Context: an optimization exercise on an open-source flow, tuned for small area and a short achievable clock period. The choices shown serve that exercise and are no tape-out recipe.
Only simulation tests tie the RTL to the original design; equivalence was not proved.

==> flow/design.v, too long to show whole: its modules and the start of the top module <==
// module pipelined_array_multiplier: 3542 lines
// module mul_fa: 10 lines
// module mul_bpp: 10 lines
// module mul_bpp0: 8 lines
// module mul_ha: 9 lines
// module mul_xnor: 7 lines
// module mul_inv: 6 lines
// module mul_nand2: 7 lines
// module mul_nor2: 7 lines
// module mul_xor2: 7 lines
// module mul_aoi21: 8 lines
// module mul_oai21: 8 lines
// module mul_or: 7 lines
module pipelined_array_multiplier (
    input  logic        clk_i,
    input  logic        clk_en_i,
    input  logic        rst_n_i,
    input  logic [31:0] multiplicand_i,
    input  logic [31:0] multiplier_i,
    input  logic        data_valid_i,
    output logic [63:0] product_o,
    output logic        data_valid_o
);
  // ...
==> flow/flow/run.sh <==
#!/bin/bash
# Layout flow: the standard ORFS flow (standard.sh) with the standard
# synthesis unchanged, plus
#  - after floorplan, combinational cells downsized to their smallest drive
#    strength (flow/downsize.tcl), so that area is only spent where timing
#    repair asks for it;
#  - optionally, timing repair also right after detailed placement
#    (flow/place_repair.tcl);
#  - optionally a chosen buffer cell for the port buffers.
# Settings are in flow/settings.sh. Each tool's output goes to a log here.
set -euo pipefail
cd "$(dirname "$0")/.."
W=$PWD
source flow/settings.sh
args=()
if [[ "$DOWNSIZE" != "none" ]]; then
  args+=("POST_FLOORPLAN_TCL=$W/flow/downsize.tcl" "DOWNSIZE_FAMILIES=$DOWNSIZE")
fi
args+=("SETUP_SLACK_MARGIN=$SETUP_MARGIN")
if [[ "${PLACE_REPAIR:-0}" == 1 ]]; then
  args+=("POST_DETAIL_PLACE_TCL=$W/flow/place_repair.tcl")
fi
if [[ -n "$PORT_BUFFER" ]]; then
  args+=("BUFFER_PORTS_ARGS=-buffer_cell $PORT_BUFFER")
fi
args+=($EXTRA)
bash standard.sh synth > flow_synth.log 2>&1
bash standard.sh "${args[@]}" finish > flow_layout.log 2>&1
==> flow/flow/downsize.tcl <==
# Downsize combinational cells to the smallest drive strength of their
# family (same function and footprint). Timing repair later sizes the
# critical ones back up. Registers and clock cells are left alone.
# DOWNSIZE_FAMILIES: space-separated family names (e.g. a22oi), or "all".
set families [expr {[info exists ::env(DOWNSIZE_FAMILIES)] ? $::env(DOWNSIZE_FAMILIES) : "all"}]
set skip {^(dfxtp|dfxbp|dfrtp|dfrbp|dfstp|dfbbp|dfsbp|dfrtn|dfbbn|edfxtp|edfxbp|sdf.*|sedf.*|dl.*|clk.*|conb|tap.*|fill.*|decap.*|diode.*|probe.*|lpflow.*)$}
set smallest [dict create]
set count 0
foreach inst [get_cells *] {
  set ref [get_property $inst ref_name]
  if {![regexp {^sky130_fd_sc_hd__(.+)_(\d+)$} $ref -> fam drive]} { continue }
  if {[regexp $skip $fam]} { continue }
  if {$families ne "all" && [lsearch -exact $families $fam] < 0} { continue }
  if {![dict exists $smallest $fam]} {
    set best ""
    set best_area 1e9
    foreach lc [get_lib_cells sky130_fd_sc_hd__${fam}_*] {
      set name [get_property $lc name]
      if {![regexp "^sky130_fd_sc_hd__${fam}_\\d+\$" $name]} { continue }
      if {[get_property $lc dont_use]} { continue }
      set a [get_property $lc area]
      if {$a < $best_area} { set best $name; set best_area $a }
    }
    dict set smallest $fam $best
  }
  set to [dict get $smallest $fam]
  if {$to ne "" && $to ne $ref} {
    replace_cell $inst $to
    incr count
  }
}
puts "downsize: replaced $count cells"
==> flow/flow/place_repair.tcl <==
log_cmd estimate_parasitics -placement
repair_timing_helper -setup
detailed_placement
optimize_mirroring
log_cmd estimate_parasitics -placement
==> flow/flow/settings.sh <==
SETUP_MARGIN=7.55
DOWNSIZE="all"
PORT_BUFFER=sky130_fd_sc_hd__buf_1
PLACE_REPAIR=0
EXTRA="CTS_CLUSTER_SIZE=30 CTS_CLUSTER_DIAMETER=100 CORE_UTILIZATION=55"
==> flow/standard.sh <==
#!/bin/bash
# synth_recipe.tcl (not shown) runs the flow's synth.tcl, then flattens the netlist and writes it again
# the make line also repeats each setting of config.mk as NAME=value (left out here)
make -C /OpenROAD-flow-scripts/flow DESIGN_CONFIG=/design/flow/config.mk WORK_HOME=/design/flow/orfs CLKGATE_MAP_FILE= SYNTH_SCRIPT=/design/flow/synth_recipe.tcl "${@:-finish}"
==> flow/config.mk <==
export PLATFORM = sky130hd
export DESIGN_NAME = pipelined_array_multiplier
export DESIGN_NICKNAME = pipelined_array_multiplier
export VERILOG_FILES = /design/flow/design.v
export SDC_FILE = /design/flow/constraint.sdc
export NUM_CORES = 4
export LEC_CHECK = 0
export CAP_MARGIN = 20
export CORE_MARGIN = 2
export CORE_UTILIZATION = 40
export SLEW_MARGIN = 20
export SYNTH_HIERARCHICAL = 1
export SYNTH_MINIMUM_KEEP_SIZE = 0
==> flow/constraint.sdc <==
create_clock -name core_clock -period 11.0 [get_ports {clk_i}]
set_input_delay 2.2000 -clock core_clock [delete_from_list [all_inputs] [get_ports {clk_i}]]
set_output_delay 2.2000 -clock core_clock [all_outputs]
set_load 0.01 [all_outputs]
==> impl_metrics.csv, run 1 <==
group,metric,value,unit
timing,timing.setup.tns,0,ns
timing,hold_viol_final,0,
cells_and_area,stdcell_count,3974,
cells_and_area,sh_seq_area,0.258,
worst_setup_path,rr_endpoint,"r0_q[62]",
timing,slew_headroom,0.357,
global_route,grtUsageMet2,0.560,
outcome,status,"complete, no violations",
clock_network,cts_tree,"done",
route,drt-initial-drc-count,3342,
cells_and_area,n_antenna_cell,4,
global_route,grt_pass1_wl,181,mm
global_route,grt_use_total,0.363,
cells_and_area,nNetsFinal,3657,
min_path,min_to,"v_q[0]",
cells_and_area,multi_input_area,0.0242,sq mm
yosys,synth_edf_count,321,
cells_and_area,most-common-layout-cells,"xor2_1, a22oi_1, fa_1",
cells_and_area,largest_reg_flops,177,
cells_and_area,buffers,230,
route,vias_per_cell,6.71,
min_path,hp-start,"v_q[0]",
cells_and_area,reg.largest.list,"r0_q: 177 flops, p_q: 64 flops, a_q: 32 flops",
timing,finalCriticalPeriod,3.47,ns
placed_design,io_buffers,132,
cells_and_area,buf_share,0.0449,
yosys,yosysMostFrequentCell,"xor2_1",
floorplanning,ioPinCount,133,
==> inputs of run 2 (changes only) <==
==> flow/flow/settings.sh (replaced) <==
SETUP_MARGIN=7.55
DOWNSIZE="all"
PORT_BUFFER=sky130_fd_sc_hd__buf_2
PLACE_REPAIR=0
EXTRA="CTS_CLUSTER_SIZE=30 CTS_CLUSTER_DIAMETER=100 CORE_UTILIZATION=55 GPL_ROUTABILITY_DRIVEN=0"
==> run 2 against run 1 <==
Net effect:
- still clean
- via count rose by 0.47%
- design area fell by 1.2%
- register-to-register slack barely moved
- critical endpoint is now p_q[60]
==> impl_metrics.csv, run 2 <==
group,metric,value,unit
route,vias,26788,
timing,rsz0062_at_grt,"yes",
clock_network,htreeDepth,1,
floorplanning,die_h,260,um
timing,finClkSkew,0.0453,ns
yosys,synth_commonest_cells,"xor2_1, a22oi_2, fa_1",
global_route,grt_pass1_wl,179,mm
timing,final.period_utilization,0.315,
job,cap_violations,0,
cells_and_area,synthToLayoutAreaGrowth,2.81,%
yosys,async_flop_share,0,
clock_network,cts-root-buf,"clkbuf_16",
cells_and_area,final_common_cell,"xor2_1",
worst_setup_path,worstPathArrival,3.80,ns
route,vias_per_cell,6.75,
yosys,synth_compound_area_frac,0.232,
min_path,hp-start,"v_q[2]",
route,totalWireLength,121,mm
yosys,synth_edf_count,321,
cells_and_area,top_register,"r0_q",
global_route,grt_use_total,0.360,
route,drc,0,
clock_network,hold_buffers,0,
floorplanning,ioPinCount,133,
worst_setup_path,path_class,"register to register",
timing,tightest_slew,1.10,ns
worst_setup_path,crit_required,11.34,ns
clock_network,clockBufferDepth,3,
min_path,hold_path_class,"register to register",
floorplanning,die_x,260,um
yosys,syn_avg_cell_area,12.6,sq um
yosys,synth-xor-area-share,0.171,
placed_design,dp_hpwl,73.7,mm
cells_and_area,most-common-layout-cells,"xor2_1, a22oi_1, fa_1",
outcome,status,"complete, no violations",
placed_design,io_buffers,132,
floorplanning,core_area,0.0647,sq mm
yosys,syn-cell-area,0.0361,sq mm
worst_setup_path,reg2reg_from,"r0_q[139]",
timing,finalCriticalPeriod,3.47,ns
yosys,postSynthCellCount,2858,
cells_and_area,stdcell_count,3971,
yosys,synthDominantCellAreaShare,0.267,
yosys,synth_top_family_by_area,"adder cells",
clock_network,clkLatencyLatePin,0.59,ns
timing,timing.setup.tns,0,ns
timing,slew_violations,0,
global_route,grt_overflow,0,
cells_and_area,seq_area,0.00970,sq mm
worst_setup_path,startpoint,"r0_q[139]",
clock_network,cts_made_buffers,19,
route,ant_nets,0,
cells_and_area,multi_input_area,0.0236,sq mm
cells_and_area,drive_gt1_frac,0.124,
yosys,ys_seq_area_frac,0.269,
yosys,synth.distinct_cells,20,
yosys,syn-num-nets,3411,
cells_and_area,reg.largest.list,"r0_q: 177 flops, p_q: 64 flops, a_q: 32 flops",
global_route,grt_max_degree,97,
yosys,synthMuxAreaShare,0.000832,
route,wl_per_cell,30.5,um
yosys,yosys.area_share.simple,0.0531,
cells_and_area,largest_reg_flops,177,
timing,slew_headroom,0.256,
yosys,synth_fa_ha_area_frac,0.266,
placed_design,dp_cells,3925,
cells_and_area,n_antenna_cell,0,
floorplanning,die-area,0.0677,sq mm
floorplanning,fp-row-count,93,
worst_setup_path,crit_path_start_kind,"register",
timing,timing.fmax,288,MHz
clock_network,cts_tree,"done",
route,first_pass_iters,6,
yosys,ys_ff_latch,324,
floorplanning,start_util,0.558,
global_route,antenna_found_initial,0,
yosys,ys_warn_count,7,
cells_and_area,nNetsFinal,3658,
worst_setup_path,end_kind,"register",
yosys,synthTopCellsByArea,"edfxtp_1, fa_1, a22oi_2",
yosys,synth_top_flop_cell,"edfxtp_1",
global_route,grt_pass1_vias,28174,
timing,hold_viol_final,0,
route,drt-initial-drc-count,3340,
yosys,synth.largest_area_cell,"edfxtp_1",
clock_network,clk_pin_slew,0.11,ns
cells_and_area,num-fill-cells,5525,
timing,setup_violations,0,
yosys,yosysMostFrequentCell,"xor2_1",
worst_setup_path,path_max_fanout,4,
clock_network,clock-sinks,324,
## run 2: cell counts after synthesis
Identical to the previous run, type by type.
## run 2: stage by stage
| stage | util | hold WS, ns | instance area, sq um | setup WS, ns |
|---|---|---|---|---|
| after detailed placement | 0.546 | 0.512 | 35300 | 6.78 |
| after floorplan | - | 0.482 | 36500 | 7.25 |
| after CTS | 0.562 | 0.534 | 36400 | 7.44 |
| after global placement | 0.546 | 0.494 | 35300 | 6.86 |
| after global routing | 0.573 | 0.563 | 37100 | 7.40 |
| final | 0.573 | 0.527 | 37100 | 7.53 |
## run 2: kinds of logic after synthesis
logic type,count (synthesis)
simple gates,455
compound gates,809
flops,324
buf+inv,77
fa+ha+maj,485
mux,3
xor+xnor,705
## run 2: layout make-up
type,instances,area share
flip-flops and latches,324,0.262
clock inverters,12,0.00506
inverters,73,0.00739
multi-input cells,2457,0.637
repair buffers,230,0.0469
well taps,855,0.0288
clock buffers,20,0.0129
## run 2: critical path, cell delays in order (launching register included)
cell and delay, ns:
edfxtp_1 0.43, fa_1 0.58, fa_1 0.48, xor2_2 0.24
a21oi_1 0.32, o21ai_0 0.25, a21oi_2 0.29, o21ai_1 0.17
a21oi_1 0.19, o21ai_2 0.11, xor2_1 0.17
## run 2: worst paths after layout
| check | endpoint | slack (ns) | depth (start not counted) |
|---|---|---|---|
| setup / recovery | p_q[60] | 7.53 | 10 |
| hold / removal | v_q[2] | 0.53 | 2 |
| setup reg to reg | p_q[60] | 7.53 | 10 |
| hold reg to reg | v_q[2] | 0.53 | 2 |
## run 2: Yosys stat by module (local to each module, per instance), a selection
module,cells,cell area [sq um],copies in the design
mul_or,1,6.26,41
pipelined_array_multiplier,443,10400,1
mul_bpp,2,21.3,496
mul_fa,1,20.0,469
mul_oai21,1,5.00,140
mul_nand2,1,3.75,143
mul_xnor,1,8.76,41
mul_ha,1,12.5,16
mul_bpp0,2,12.5,32
mul_nor2,1,3.75,173
## run 2: repair_timing
action                     CTS  global route
setup buffers                4            10
pin swaps                    5            18
setup endpoints to repair  222           159
gates resized for setup     84           218
cloned                       0             0
hold endpoints to repair     0             0
## run 2: routing by layer
metal / vias up / track usage / wire (um)
met4: 0 / 0.164 / 7280
met2: 2336 / 0.548 / 53100
met3: 581 / 0.111 / 16500
met5: - / 0 / 0
met1: 13196 / 0.473 / 44100
li1: 10675 / - / -
==> inputs of run 3 (changes only) <==
==> flow/flow/settings.sh (replaced) <==
SETUP_MARGIN=7.55
DOWNSIZE="all"
PORT_BUFFER=sky130_fd_sc_hd__buf_2
PLACE_REPAIR=0
EXTRA="CTS_CLUSTER_SIZE=30 CTS_CLUSTER_DIAMETER=100 CORE_UTILIZATION=55 SLEW_MARGIN=0 CAP_MARGIN=0"
==> run 3 against run 2 <==
Net effect:
- still clean on timing, DRC and antenna
- design area increased by 1.3%
- via count decreased by 1.1%
- die area unchanged
- synthesized area unchanged
- register-to-register slack improved by 0.04 ns
- wire length increased by 1.2%
- sequential share of layout area decreased by 0.33 points
- critical endpoint is now r0_q[31]
- largest cell class unchanged
==> impl_metrics.csv, run 3 <==
group,metric,value,unit
floorplanning,die-area,0.0677,sq mm
clock_network,cts_tree,"done",
yosys,synthMuxAreaShare,0.000832,
timing,timing.setup.tns,0,ns
route,drc,0,
cells_and_area,stdcell_count,3973,
yosys,ys_seq_area_frac,0.269,
global_route,grt_use_total,0.365,
yosys,synth.largest_area_cell,"edfxtp_1",
yosys,synth_top_family_by_area,"adder cells",
yosys,syn-cell-area,0.0361,sq mm
cells_and_area,reg.largest.list,"r0_q: 177 flops, p_q: 64 flops, a_q: 32 flops",
worst_setup_path,crit_required,11.34,ns
worst_setup_path,r2r_setup_slack,7.57,ns
global_route,grt_overflow,0,
placed_design,dp_hpwl,77.4,mm
yosys,synth_edf_count,321,
cells_and_area,synthToLayoutAreaGrowth,4.12,%
cells_and_area,num-fill-cells,5569,
cells_and_area,top_register,"r0_q",
global_route,grt_max_degree,76,
timing,timing.fmax,292,MHz
floorplanning,fp-row-count,93,
clock_network,cts_made_buffers,20,
yosys,async_flop_share,0,
route,vias_per_cell,6.67,
worst_setup_path,crit_path_start_kind,"register",
timing,setup_violations,0,
cells_and_area,nNetsFinal,3658,
floorplanning,start_util,0.558,
worst_setup_path,setup.worst_path.end,"r0_q[31]",
timing,whs,0.536,ns
timing,finClkSkew,0.0448,ns
worst_setup_path,rr_endpoint,"r0_q[31]",
floorplanning,ioPinCount,133,
route,drt-initial-drc-count,3458,
yosys,synth_fa_ha_area_frac,0.266,
yosys,synthDominantCellAreaShare,0.267,
timing,slew_headroom,0.460,
yosys,yosys.area_share.simple,0.0531,
route,vias,26493,
yosys,synthTopCellsByArea,"edfxtp_1, fa_1, a22oi_2",
clock_network,clock-sinks,324,
route,first_pass_iters,8,
timing,tightest_slew,0.805,ns
worst_setup_path,worstPathArrival,3.77,ns
worst_setup_path,reg2regPathDepth,7,
cells_and_area,drive_gt1_frac,0.143,
timing,slew_violations,0,
timing,final.period_utilization,0.312,
clock_network,clkLatencyLatePin,0.60,ns
cells_and_area,final_common_cell,"xor2_1",
floorplanning,core_area,0.0647,sq mm
yosys,synth.distinct_cells,20,
global_route,grt_pass1_wl,181,mm
placed_design,dp_cells,3926,
route,wl_per_cell,30.8,um
worst_setup_path,startpoint,"one_q[6]",
outcome,status,"complete, no violations",
clock_network,cts-root-buf,"clkbuf_16",
cells_and_area,most-common-layout-cells,"xor2_1, a22oi_1, fa_1",
floorplanning,die_h,260,um
timing,rsz0062_at_grt,"yes",
clock_network,clk_pin_slew,0.11,ns
cells_and_area,largest_reg_flops,177,
min_path,hold_path_class,"register to register",
yosys,ys_warn_count,7,
floorplanning,die_x,260,um
yosys,yosysMostFrequentCell,"xor2_1",
cells_and_area,multi_input_area,0.0240,sq mm
timing,setup_ws,7.57,ns
placed_design,io_buffers,132,
route,ant_nets,0,
cells_and_area,seq_area,0.00970,sq mm
yosys,synth-xor-area-share,0.171,
worst_setup_path,end_kind,"register",
placed_design,pre_cts_slack,6.26,ns
yosys,syn-num-nets,3411,
cells_and_area,n_antenna_cell,0,
worst_setup_path,path_max_fanout,32,
job,cap_violations,0,
yosys,synth_compound_area_frac,0.232,
route,totalWireLength,122,mm
yosys,synth_commonest_cells,"xor2_1, a22oi_2, fa_1",
worst_setup_path,reg2reg_from,"one_q[6]",
timing,hold_viol_final,0,
yosys,postSynthCellCount,2858,
placed_design,gp_congestion,1.01,
global_route,antenna_found_initial,1,
global_route,grt_pass1_vias,28730,
clock_network,htreeDepth,1,
yosys,synth_top_flop_cell,"edfxtp_1",
clock_network,clockBufferDepth,3,
yosys,ys_ff_latch,324,
yosys,syn_avg_cell_area,12.6,sq um
timing,finalCriticalPeriod,3.43,ns
worst_setup_path,path_class,"register to register",
-- run 3: changes by cell type in the layout (fill, tap and decap cells not counted), moves of 11 or more --
cell,before,now
a21oi_1,127,114
a21oi_2,30,41
buf_6,75,59
nor2_1,148,136
o21ai_2,19,32
-- run 3: worst min-delay path by stage --
stage,slack (ns),start,end,cells after the start
global route,0.58,v_q[0],v_q[0],2
detailed placement,0.53,v_q[2],v_q[2],2
floorplan,0.48,v_q[0],v_q[0],2
global placement,0.50,v_q[1],v_q[1],2
CTS,0.54,v_q[2],v_q[2],2
finish,0.54,v_q[2],v_q[2],2
-- run 3: worst max-delay path: stages (launching register included) --
cell and delay (ns):
edfxtp_1 0.35, buf_6 0.38, a22oi_1 0.19, xor2_1 0.19
fa_1 0.45, fa_1 0.54, fa_2 0.63, fa_1 0.45
-- run 3: metal layers --
metal	up-vias	GRT usage	share of wire
met5	-	0	0
met4	0	0.175	0.056
met3	528	0.124	0.13
met2	2105	0.556	0.44
met1	13169	0.470	0.36
li1	10691	-	-
-- run 3: kinds of logic after synthesis --
family          count (synthesis)
flops                         324
mux                             3
buf+inv                        77
fa+ha+maj                     485
simple gates                  455
xor+xnor                      705
compound gates                809
-- run 3: stage by stage --
stage                      util  area [sq um]
after CTS                 0.565         36600
after floorplan               -         36500
final                     0.581         37600
after global placement    0.546         35400
after detailed placement  0.546         35400
after global routing      0.581         37600
-- run 3: repair_timing --
action | in CTS | in global routing
pin swaps | 8 | 27
hold buffers | 0 | 0
resized for setup | 146 | 284
buffers inserted | 4 | 8
endpoints found under the setup margin | 233 | 192
-- run 3: cell type report --
cell class / count / share of cell area
clock inverters: 13 / 0.00380
repair buffers: 229 / 0.0490
clock buffers: 22 / 0.0141
inverters: 73 / 0.00729
well taps: 855 / 0.0285
flip-flops and latches: 324 / 0.258
multi-input cells: 2457 / 0.639
-- run 3: per-module statistics from Yosys, one instance, submodules excluded --
| module | cell area [sq um] | times used | flip-flops and latches | cells inside |
|---|---|---|---|---|
| pipelined_array_multiplier | 10400 | 1 | 324 | 443 |
| mul_bpp | 21.3 | 496 | 0 | 2 |
| mul_fa | 20.0 | 469 | 0 | 1 |
| mul_bpp0 | 12.5 | 32 | 0 | 2 |
| mul_ha | 12.5 | 16 | 0 | 1 |
| mul_aoi21 | 8.76 | 158 | 0 | 1 |
| mul_xnor | 8.76 | 41 | 0 | 1 |
| mul_xor2 | 8.76 | 121 | 0 | 1 |
| mul_or | 6.26 | 41 | 0 | 1 |
| mul_oai21 | 5.00 | 140 | 0 | 1 |
| mul_inv | 3.75 | 57 | 0 | 1 |
| mul_nand2 | 3.75 | 143 | 0 | 1 |
| mul_nor2 | 3.75 | 173 | 0 | 1 |

## re-timing with driven ports
Ports are ideal in the flow. The routed layouts listed here were re-timed in OpenROAD. Step 1: set_driving_cell puts a clkbuf_16 on clk_i and a buf_2 on each other input, an assumption about the parent block. Step 2 moves the port delays by t, midway between the first and last clock arrival at a register: inputs arrive t later, outputs are due t later. That takes back most of the time a late clock gives input paths. Slacks: ideal / step 1 / step 2; pairs: ideal / step 1.
run | t, ns | slack for setup (ns) | worst hold slack (ns) | worst setup path at the end | pins driven straight from the clock port
run 1 | 0.628 | 7.530 / 7.530 / 7.047 | 0.541 / 0.541 / 0.541 | input to register | 1
run 2 | 0.633 | 7.531 / 7.527 / 7.132 | 0.527 / 0.527 / 0.527 | input to register | 1
run 3 | 0.645 | 7.572 / 7.536 / 7.022 | 0.536 / 0.536 / 0.536 | input to register | 1
After both steps setup and hold are still met in every run listed. For run 3, which loses most, drivers alone change the setup slack by -0.036 ns; drivers and shift together by -0.550 ns.
